Source: an optimization exercise on an open RTL-to-GDS flow (aim: small area). Production flows keep margins and buffers that such runs may drop.
The RTL was checked by simulation tests, not by an equivalence proof against the original design.
Power is estimated from default activity; no workload was simulated.

`flow/design.v`:
```
module topROM #(parameter FPGAFREQ = 2_000)(
    input logic CLK,
    input logic nRST,
    input logic nPBTON,
    output logic HS,
    output logic VS,
    output logic [11:0] RGB
);
    logic [10:0] c;
    logic [9:0] v;
    logic [9:0] p;
    logic cwrap, vwrap;
    assign p = c[10:1];
    assign cwrap = c[10] & c[9] & c[6] & c[0];    
    assign vwrap = v[9] & v[3] & v[2] & v[0];     
    always_ff @(posedge CLK, negedge nRST) begin
        if (!nRST)
            c <= 11'd1601;
        else if (cwrap)
            c <= 11'd0;
        else
            c <= c + 11'd1;
    end
    always_ff @(posedge CLK, negedge nRST) begin
        if (!nRST)
            v <= 10'd525;
        else if (cwrap)
            v <= vwrap ? 10'd0 : v + 10'd1;
    end
    logic btn;       
    logic inc;       
    always_ff @(posedge CLK)
        btn <= ~nPBTON;
    generate
        if (FPGAFREQ == 2000) begin : g_lfsr
            logic [10:0] s;
            logic det;
            assign det = (s[9:0] == 10'b1111111100);
            always_ff @(posedge CLK, negedge nRST) begin
                if (!nRST)
                    s <= 11'd40;
                else
                    s <= {s[9:0], s[10] ^ s[1] ^ det};
            end
            assign inc = det & btn;
        end else begin : g_cnt
            localparam int HALF = FPGAFREQ / 2;
            localparam int PER = (HALF > 0) ? 2 * HALF : 2;
            logic [$clog2(PER+1)-1:0] k;
            logic pend;
            logic tick;
            assign tick = (k == PER'(HALF - 1));
            always_ff @(posedge CLK, negedge nRST) begin
                if (!nRST) begin
                    k <= '0;
                    pend <= 1'b0;
                end else begin
                    k <= (k == PER - 1) ? '0 : k + 1'b1;
                    if (tick)
                        pend <= ~nPBTON;
                    else if (c[0])
                        pend <= 1'b0;
                end
            end
            assign inc = pend & c[0] & ~tick;
        end
    endgenerate
    logic [3:0] d0, d1, d2;
    logic w0, w1, w2;
    assign w0 = d0[3] & d0[0];
    assign w1 = d1[3] & d1[0];
    assign w2 = d2[3] & d2[0];
    always_ff @(posedge CLK, negedge nRST) begin
        if (!nRST) begin
            d0 <= 4'd0;
            d1 <= 4'd0;
            d2 <= 4'd0;
        end else if (inc) begin
            d0 <= w0 ? 4'd0 : d0 + 4'd1;
            if (w0) begin
                d1 <= w1 ? 4'd0 : d1 + 4'd1;
                if (w1)
                    d2 <= w2 ? 4'd0 : d2 + 4'd1;
            end
        end
    end
    logic [3:0] dg;
    logic sa, sb, sc, sd, se, sf, sg;
    logic xf, xl, xr;
    logic ya, yg, yd, yu, yl;
    logic paint7;
    always_comb begin
        if (p < 10'd48)
            dg = d0;
        else if (p < 10'd96)
            dg = d1;
        else
            dg = d2;
    end
    assign sa = dg[3] | dg[1] | (dg[2] ~^ dg[0]);
    assign sb = ~dg[2] | (dg[1] ~^ dg[0]);
    assign sc = dg[2] | ~dg[1] | dg[0];
    assign sd = (~dg[2] & ~dg[0]) | (dg[1] & ~dg[0]) | (~dg[2] & dg[1]) | (dg[2] & ~dg[1] & dg[0]);
    assign se = ~dg[0] & (~dg[2] | dg[1]);
    assign sf = dg[3] | (~dg[1] & ~dg[0]) | (dg[2] & ~dg[1]) | (dg[2] & ~dg[0]);
    assign sg = dg[3] | (dg[2] ^ dg[1]) | (dg[1] & ~dg[0]);
    function automatic logic inr(input logic [9:0] x, input int lo, input int hi);
        logic ge, le;
        logic [9:0] kl, kh;
        kl = 10'(lo);
        kh = 10'(hi);
        ge = 1'b1;
        le = 1'b1;
        for (int i = 0; i < 10; i++) begin
            ge = kl[i] ? (x[i] & ge) : (x[i] | ge);
            le = kh[i] ? (~x[i] | le) : (~x[i] & le);
        end
        inr = ge & le;
    endfunction
    assign xf = inr(p, 10, 40) | inr(p, 50, 80) | inr(p, 550, 580) | inr(p, 600, 630);
    assign xl = inr(p, 10, 15) | inr(p, 50, 55) | inr(p, 550, 555) | inr(p, 600, 605);
    assign xr = inr(p, 35, 40) | inr(p, 75, 80) | inr(p, 575, 580) | inr(p, 625, 630);
    assign ya = inr(v, 5, 10);
    assign yg = inr(v, 23, 27);
    assign yd = inr(v, 40, 45);
    assign yu = inr(v, 5, 27);
    assign yl = inr(v, 23, 45);
    assign paint7 = (xf & ((sa & ya) | (sg & yg) | (sd & yd))) |
                    (xr & ((sb & yu) | (sc & yl))) |
                    (xl & ((sf & yu) | (se & yl)));
    logic b1, b2, b3, b4, band, yok;
    logic [5:0] lx;
    logic [6:0] ly;
    logic s34;
    assign b1 = inr(p, 60, 110);
    assign b2 = inr(p, 140, 190);
    assign b3 = inr(p, 400, 450);
    assign b4 = inr(p, 480, 530);
    assign band = b1 | b2 | b3 | b4;
    always_comb begin
        if (b1)
            lx = p[5:0] - 6'd60;
        else if (b2)
            lx = p[5:0] - 6'd12;
        else if (b3)
            lx = p[5:0] - 6'd16;
        else
            lx = p[5:0] - 6'd32;
    end
    assign ly = b1 ? v[6:0] - 7'd10 : v[6:0] - 7'd5;
    assign yok = b1 ? inr(v, 10, 90) : inr(v, 5, 85);
    always_comb begin
        logic hb, vb, dd;
        logic [4:0] a;
        logic [3:0] b;
        logic ca, cb, r0, r1, r2, r3;
        hb = ((lx >= 4 && lx <= 23) || (lx >= 27 && lx <= 46)) &&
             ((ly >= 1 && ly <= 3) || (ly >= 39 && ly <= 41) || (ly >= 77 && ly <= 79));
        vb = ((lx >= 1 && lx <= 3) || (lx >= 24 && lx <= 26) || (lx >= 47 && lx <= 49)) &&
             ((ly >= 4 && ly <= 19) || (ly >= 23 && ly <= 38) || (ly >= 42 && ly <= 57) || (ly >= 61 && ly <= 76));
        ca = lx >= 4 && lx <= 23;
        cb = lx >= 27 && lx <= 46;
        a = ca ? 5'(lx - 6'd4) : 5'(lx - 6'd27);
        r0 = ly >= 5 && ly <= 19;
        r1 = ly >= 24 && ly <= 38;
        r2 = ly >= 43 && ly <= 57;
        r3 = ly >= 62 && ly <= 76;
        b = r0 ? 4'(ly - 7'd4) : r1 ? 4'(ly - 7'd23) : r2 ? 4'(ly - 7'd42) : 4'(ly - 7'd61);
        dd = (ca | cb) && (r0 | r1 | r2 | r3) &&
             (((b <= a) && (a <= b + 5'd3) && (a >= 4) && !(ca && r1 && b == 15)) ||
              ((a + b >= 15) && (a + b <= 18) && (b <= 14)));
        s34 = band && yok && (hb || vb || dd);
    end
    logic [4:0] ix;
    logic img;
    assign ix = 5'(p - 10'd300);
    function automatic logic [31:0] row01(input logic [3:0] r);
        case (r)
            4'd3: row01 = 32'b00000000000111111110000000000000;
            4'd4: row01 = 32'b00000000001111111111000000000000;
            4'd5: row01 = 32'b00000000000111111110000000000000;
            default: row01 = 32'b0;
        endcase
    endfunction
    function automatic logic [31:0] row2(input logic [3:0] r);
        case (r)
            4'd2:  row2 = 32'b00000000000011111111000000000000;
            4'd3:  row2 = 32'b00000000011111111111111000000000;
            4'd4:  row2 = 32'b00000000111111111111111100000000;
            4'd5:  row2 = 32'b00000000111111111111110000000000;
            4'd6:  row2 = 32'b00000000001111111111000000000000;
            4'd7:  row2 = 32'b01111111110011111111000000000000;
            4'd8:  row2 = 32'b01111111111111111111000000000000;
            4'd9:  row2 = 32'b00000111011111111110000000000000;
            4'd10: row2 = 32'b00000000011110011110000000000000;
            4'd11: row2 = 32'b00000000011110011110000000000000;
            4'd12: row2 = 32'b00000000011110011110000000000000;
            4'd13: row2 = 32'b00000000011110011110000000000000;
            4'd14: row2 = 32'b00000011111100111111100000000000;
            default: row2 = 32'b0;
        endcase
    endfunction
    function automatic logic [31:0] row3(input logic [3:0] r);
        case (r)
            4'd2:  row3 = 32'b00000000000011111111000000000000;
            4'd3:  row3 = 32'b00000000011111111111111000000000;
            4'd4:  row3 = 32'b00000000111111111111111100000000;
            4'd5:  row3 = 32'b00000000111111111111110000000000;
            4'd6:  row3 = 32'b00000000001111111111000000000000;
            4'd7:  row3 = 32'b00000000000011111111011111111100;
            4'd8:  row3 = 32'b00000000011111111111111111111100;
            4'd9:  row3 = 32'b00000000011111111110111100000000;
            4'd10: row3 = 32'b00000000011110011110000000000000;
            4'd11: row3 = 32'b00000000011110011110000000000000;
            4'd12: row3 = 32'b00000000011110011110000000000000;
            4'd13: row3 = 32'b00000000011110011110000000000000;
            4'd14: row3 = 32'b00000011111100111111100000000000;
            default: row3 = 32'b0;
        endcase
    endfunction
    always_comb begin
        logic [31:0] w;
        w = 32'b0;
        if (inr(v, 100, 115))
            w = w | row01(4'(v - 10'd100));
        if (inr(v, 50, 65))
            w = w | row01(4'(v - 10'd50));
        if (inr(v, 20, 35))
            w = w | row2(4'(v - 10'd20));
        if (inr(v, 10, 25))
            w = w | row3(4'(v - 10'd10));
        img = inr(p, 300, 331) && w[~ix];
    end
    logic vis, red, yel, blue, bg;
    assign vis = (p < 10'd640) && (v < 10'd480);
    assign red = paint7 & (p < 10'd48);
    assign yel = paint7 & (p >= 10'd512) & (p < 10'd592);
    assign blue = s34 | (paint7 & ~(p < 10'd48) & ~((p >= 10'd512) & (p < 10'd592)));
    assign bg = ~(red | yel | blue | img);
    assign RGB[11] = vis & (red | yel | img);
    assign RGB[10] = vis & (red | yel);
    assign RGB[9]  = vis & (red | yel | img);
    assign RGB[8]  = vis & (red | yel | img);
    assign RGB[7]  = vis & yel;
    assign RGB[6]  = vis & (yel | img);
    assign RGB[5]  = vis & (yel | bg);
    assign RGB[4]  = vis & yel;
    assign RGB[3]  = vis & (blue | img);
    assign RGB[2]  = vis & blue;
    assign RGB[1]  = vis & (blue | img);
    assign RGB[0]  = vis & blue;
    assign HS = ~((p >= 10'd655) && (p <= 10'd750));
    assign VS = ~((v >= 10'd489) && (v <= 10'd490));
endmodule
```
`flow/run.sh`:
```
#!/bin/bash
# synth_recipe.tcl (not shown) runs the flow's synth.tcl, then flattens the netlist and writes it again
# the make line also repeats each setting of config.mk as NAME=value (left out here)
make -C /OpenROAD-flow-scripts/flow DESIGN_CONFIG=/design/flow/config.mk WORK_HOME=/design/flow/orfs CLKGATE_MAP_FILE= SYNTH_SCRIPT=/design/flow/synth_recipe.tcl finish
```
`flow/config.mk`:
```
export PLATFORM = sky130hd
export DESIGN_NAME = topROM
export DESIGN_NICKNAME = topROM
export VERILOG_FILES = /design/flow/design.v
export SDC_FILE = /design/flow/constraint.sdc
export NUM_CORES = 4
export LEC_CHECK = 0
export CAP_MARGIN = 20
export CORE_MARGIN = 2
export CORE_UTILIZATION = 40
export SLEW_MARGIN = 20
```
`flow/constraint.sdc`:
```
create_clock -name core_clock -period 20.0 [get_ports {CLK}]
set_input_delay 4.0000 -clock core_clock [delete_from_list [all_inputs] [get_ports {CLK}]]
set_output_delay 4.0000 -clock core_clock [all_outputs]
set_load 0.01 [all_outputs]
```
==> run notes <==
state kept, by name (all words and copies together), names as in the netlist:
register,cells
d2,4
btn,1
d1,4
c,11
g_lfsr.s,11
d0,4
v,10
cells in the mapped netlist (12+ instances only):
| master | n | area share, % |
|---|---|---|
| dfrtp_1 | 34 | 13 |
| and2_1 | 12 | 1.1 |
| ha_1 | 76 | 15 |
| nand3_1 | 35 | 2.7 |
| a31oi_1 | 18 | 1.7 |
| o211ai_1 | 16 | 1.8 |
| xnor2_1 | 22 | 2.9 |
| a21oi_1 | 54 | 4.1 |
| clkbuf_1 | 34 | 1.9 |
| nand2_1 | 91 | 5.2 |
| o21ai_0 | 57 | 4.4 |
| nor2_1 | 65 | 3.7 |
| nor3_1 | 28 | 2.1 |
| nand4_1 | 20 | 1.9 |
| inv_1 | 46 | 2.6 |
| nand2b_1 | 14 | 1.3 |
stage by stage:
stage	hold WS [ps]	utilization (%)	cell area (µm²)
2_1_floorplan	354	-	6560
3_3_place_gp	360	42.5	6770
3_5_place_dp	363	42.5	6770
4_1_cts	378	43.6	6940
5_1_grt	389	43.6	6950
6_report	374	43.6	6950
cell usage in the layout (no fill, tap or decap), types with 6 or more instances in the layout:
cell type / instances
nor2_1: 65
and2_1: 12
nor2b_1: 10
nand2b_1: 14
a22oi_1: 6
inv_1: 46
o22ai_1: 7
nand3b_1: 6
nor4_1: 7
nand4_1: 20
mux2_2: 6
a31oi_1: 18
or3_1: 8
o21ai_0: 57
a21oi_1: 54
ha_1: 76
dfstp_2: 10
xor2_1: 9
a211oi_1: 8
and3_1: 7
dfrtp_1: 34
a2111oi_0: 7
nand2_1: 91
xnor2_1: 22
mux2i_1: 10
a211o_1: 7
nand3_1: 35
clkdlybuf4s50_1: 15
buf_4: 6
nor3_1: 28
o211ai_1: 16
o21ai_1: 6
o2111ai_1: 8
per-layer routing:
layer / GRT usage, % / part of all wire, %
met5: 0 / 0
met2: 32.3 / 42
met3: 3.04 / 7.5
met4: 5.31 / 2.2
met1: 32.5 / 48
cell type report:
class	count	area, µm²	share of cell area (%)
Clock inverter	2	37.5	0.540
Tap cell	216	270	3.89
Clock buffer	6	139	2.00
Timing Repair Buffer	21	195	2.81
Multi-Input combinational cell	726	4990	71.8
Sequential cell	45	1130	16.3
Inverter	49	184	2.65
power by group through the flow:
stage                     clock network [mW]  registers, mW  logic, mW
after floorplan                            0         0.0928  0.0000332
after global placement                     0         0.0928    0.00215
after detailed placement                   0         0.0929    0.00218
after CTS                              0.100         0.0912    0.00217
after global routing                   0.104         0.0912    0.00247
final                                 0.0990         0.0912    0.00208
cells by family (layout without fill, tap and decap cells):
| group | count (synthesis) | in the layout |
|---|---|---|
| and+or+nand+nor | 329 | 329 |
| muxes | 18 | 18 |
| DFF | 45 | 45 |
| buffers and inverters | 105 | 78 |
| AOI/OAI and AO/OA | 272 | 272 |
| xor gates and xnor gates | 31 | 31 |
| adders and majority gates | 76 | 76 |
worst register-to-register path: cells and delay by family (launching register included):
family | cells | cell delay [ps]
XOR/XNOR | 1 | 160
flip-flops | 1 | 890
AND/OR/NAND/NOR | 4 | 1450
worst paths after layout:
kind                       slack, ps     endpoint  depth (start not counted)         from
max                             7660       RGB[1]                         28         c[1]
min reg2reg                      370  g_lfsr.s[8]                          0  g_lfsr.s[7]
min                              370  g_lfsr.s[8]                          0  g_lfsr.s[7]
min in group asynchronous       3700         v[8]                          1         nRST
max in group asynchronous      15900        c[10]                          1         nRST
max reg2reg                    17370         v[7]                          5         c[6]
==> impl_summary.log <==
INFO  metric vias_in_the_first_global_route = ~6000
INFO  metric antenna_found_initial = 0
INFO  metric dominant_delay_contributor_by_cell_family_on_the_critical_path = compound AO/OA/AOI/OAI gates
INFO  metric cts.repair.resized = 0
INFO  metric globalplace.congestion = 0.991
INFO  metric syn_area_per_cell = 7.49 µm²
INFO  metric pwr_density_cell = 27.7 nW/µm²
INFO  metric final_net_count = 927
INFO  metric master_of_the_slowest_instance_on_the_critical_path = dfrtp_1
INFO  metric final-setup-viol-count = 0
INFO  metric clock_skew_after_layout = 7.30 ps
INFO  metric filler_cell_count = 1582
INFO  metric fin_worst_setup_slack = 7660 ps
INFO  metric sink_count = between 40 and 50
INFO  metric max_slew.worst_pin.slew = ~1000 ps
INFO  metric outcome = complete, no violations
INFO  metric synth_compound_gate_area_share = around 29%
INFO  metric ctsLongestPathBuffers = 2
INFO  metric layout-drive-gt1-share = between 6 and 7%
INFO  metric htree_levels = 2
INFO  metric setup.worst_path.end_class = output pin
INFO  metric hp-class = reg -> reg
INFO  metric dr.first_iter.drc_count = between 900 and 1000
INFO  metric dpl_worst_slack = around 8100 ps
INFO  metric grt_first_pass_wirelength = 31800 µm
INFO  metric die_h = around 130 µm
INFO  metric cts_tree = built
INFO  metric power_switching_share = around a fifth
INFO  metric design_power_total = between 0.15 and 0.2 mW
INFO  metric worstPathMaxFanout = 23
INFO  metric worst_slew_margin_rel = approximately 28%
INFO  metric finalSetupTns = 0 ps
INFO  metric synth-main-ff-cell = dfrtp_1
INFO  metric first_pass_iteration_count_of_the_detailed_router = 5
INFO  metric p_clk_share = roughly 52%
INFO  metric core_area = about 16000 µm²
INFO  metric wl_per_cell = about 18 µm
INFO  metric number_of_hold_repair_buffers_added_at_the_cts_stage = 0
INFO  metric num_io_pins = 17
INFO  metric vias_per_std_cell = 6.31
INFO  metric grt_max_degree = 45
INFO  metric ctsRootBufferMaster = clkbuf_16
INFO  metric dieArea = about 17000 µm²
INFO  metric globalRouteOverflowTotal = 0
INFO  metric stdcell_count = 1065
INFO  metric p_sw = between 0.03 and 0.04 mW
INFO  metric worstSetupStartpointType = flip-flop
INFO  metric worstPathArrival = 8340 ps
INFO  metric syn_nets = roughly 960
INFO  metric remaining_drc_errors = 0
INFO  metric num_rows = 46
INFO  metric areaGrowthSynthToFinish = 5.93%
INFO  metric route.antenna.remaining_nets = 0
INFO  metric tritoncts.num_buffers = 5
INFO  metric post_synth_and_or_nand_nor_area_fraction = ~25%
INFO  metric die_w = around 130 µm
INFO  metric mappedNetlistArea = between 6000 and 7000 µm²
INFO  metric required_time_of_the_critical_path = roughly 16000 ps
INFO  metric synth.mux.area_fraction = around 3%
INFO  metric yosys_warnings = 1
INFO  metric static-leakage-power = 2.71 nW
INFO  metric synth_edf_count = 0
INFO  metric report.final.hold_viol_count = 0
INFO  metric power.sequential.fraction = between 40% and 50%
INFO  metric clock_insertion_delay_at_the_later_pin_of_the_skew_report = between 200 and 300 ps
INFO  metric synth.yosys.seq_area_share = 17.3%
INFO  metric via_total_after_detailed_routing = a little under 7000
INFO  metric antenna_cells = 0
INFO  metric post_synth_xor_area_fraction = 4.14%
INFO  metric async_flop_share = a little over nine tenths
INFO  metric critical_path_buf_inv_count = 4
INFO  metric crit_path_max_incr_delay = ~820 ps
INFO  metric floorplan.initialDensity = between 40% and 50%
INFO  metric grt_setup_unrepaired = false
INFO  metric crit_type = reg -> out
INFO  metric critical-path-top-cell-by-count = ha_1
INFO  metric clkSlewWorstSetupHoldPaths = 70 ps
INFO  metric finalCriticalPeriod = around 12000 ps
INFO  metric fmaxAchievable = 81.0 MHz
INFO  metric post_synth_inst_count = between 800 and 900
INFO  metric irDropWorstVdd = ~0.036 mV
INFO  metric layout_worst_path_cycle_share = between 60% and 70%
INFO  metric hpwl = about 14000 µm
INFO  metric synthDistinctLibCells = 86
INFO  metric synth_top_family_by_area = compound AO/OA/AOI/OAI gates
INFO  metric place.detailed.instances = around 1100
INFO  metric yosys.area_share.adder = between 10 and 15%
INFO  metric power_report.internal_total = around 0.15 mW
INFO  metric max_cap_viol_count = 0
INFO  metric finalWirelength = approximately 19000 µm
INFO  metric power.combinational.fraction = 1.1%
INFO  metric track_usage = between 20% and 30%
INFO  metric port_buffers = 16
INFO  metric slew_violations = 0
INFO  metric post_cts_buffers = 0
INFO  metric synthesis_stage_register_bit_count = 45

## re-timing with driven ports
How much do the figures lean on ideal ports? The routed layout below was timed once more, with nothing changed but the port constraints.
Step 1: set_driving_cell puts a clkbuf_16 on CLK and a buf_2 on each other input, an assumption about the parent block.
Step 2 also shifts input and output timing later by t, the mid clock arrival at the registers, as if the neighbouring blocks saw the same clock.
a / b / c = no drivers / after step 1 / after step 2; a / b = the first two.
shift t [ns]: 0.323
slack for setup (ns): 7.661 / 7.627 / 7.950
hold slack, ns: 0.374 / 0.374 / 0.374
slew at the worst register clock pin (ns): 0.07 / 0.07
cell pins on the clock port's net: 1
After both steps this run still meets setup and hold. The setup slack of this run moves by -0.034 ns with the drivers and by +0.289 ns with both steps.
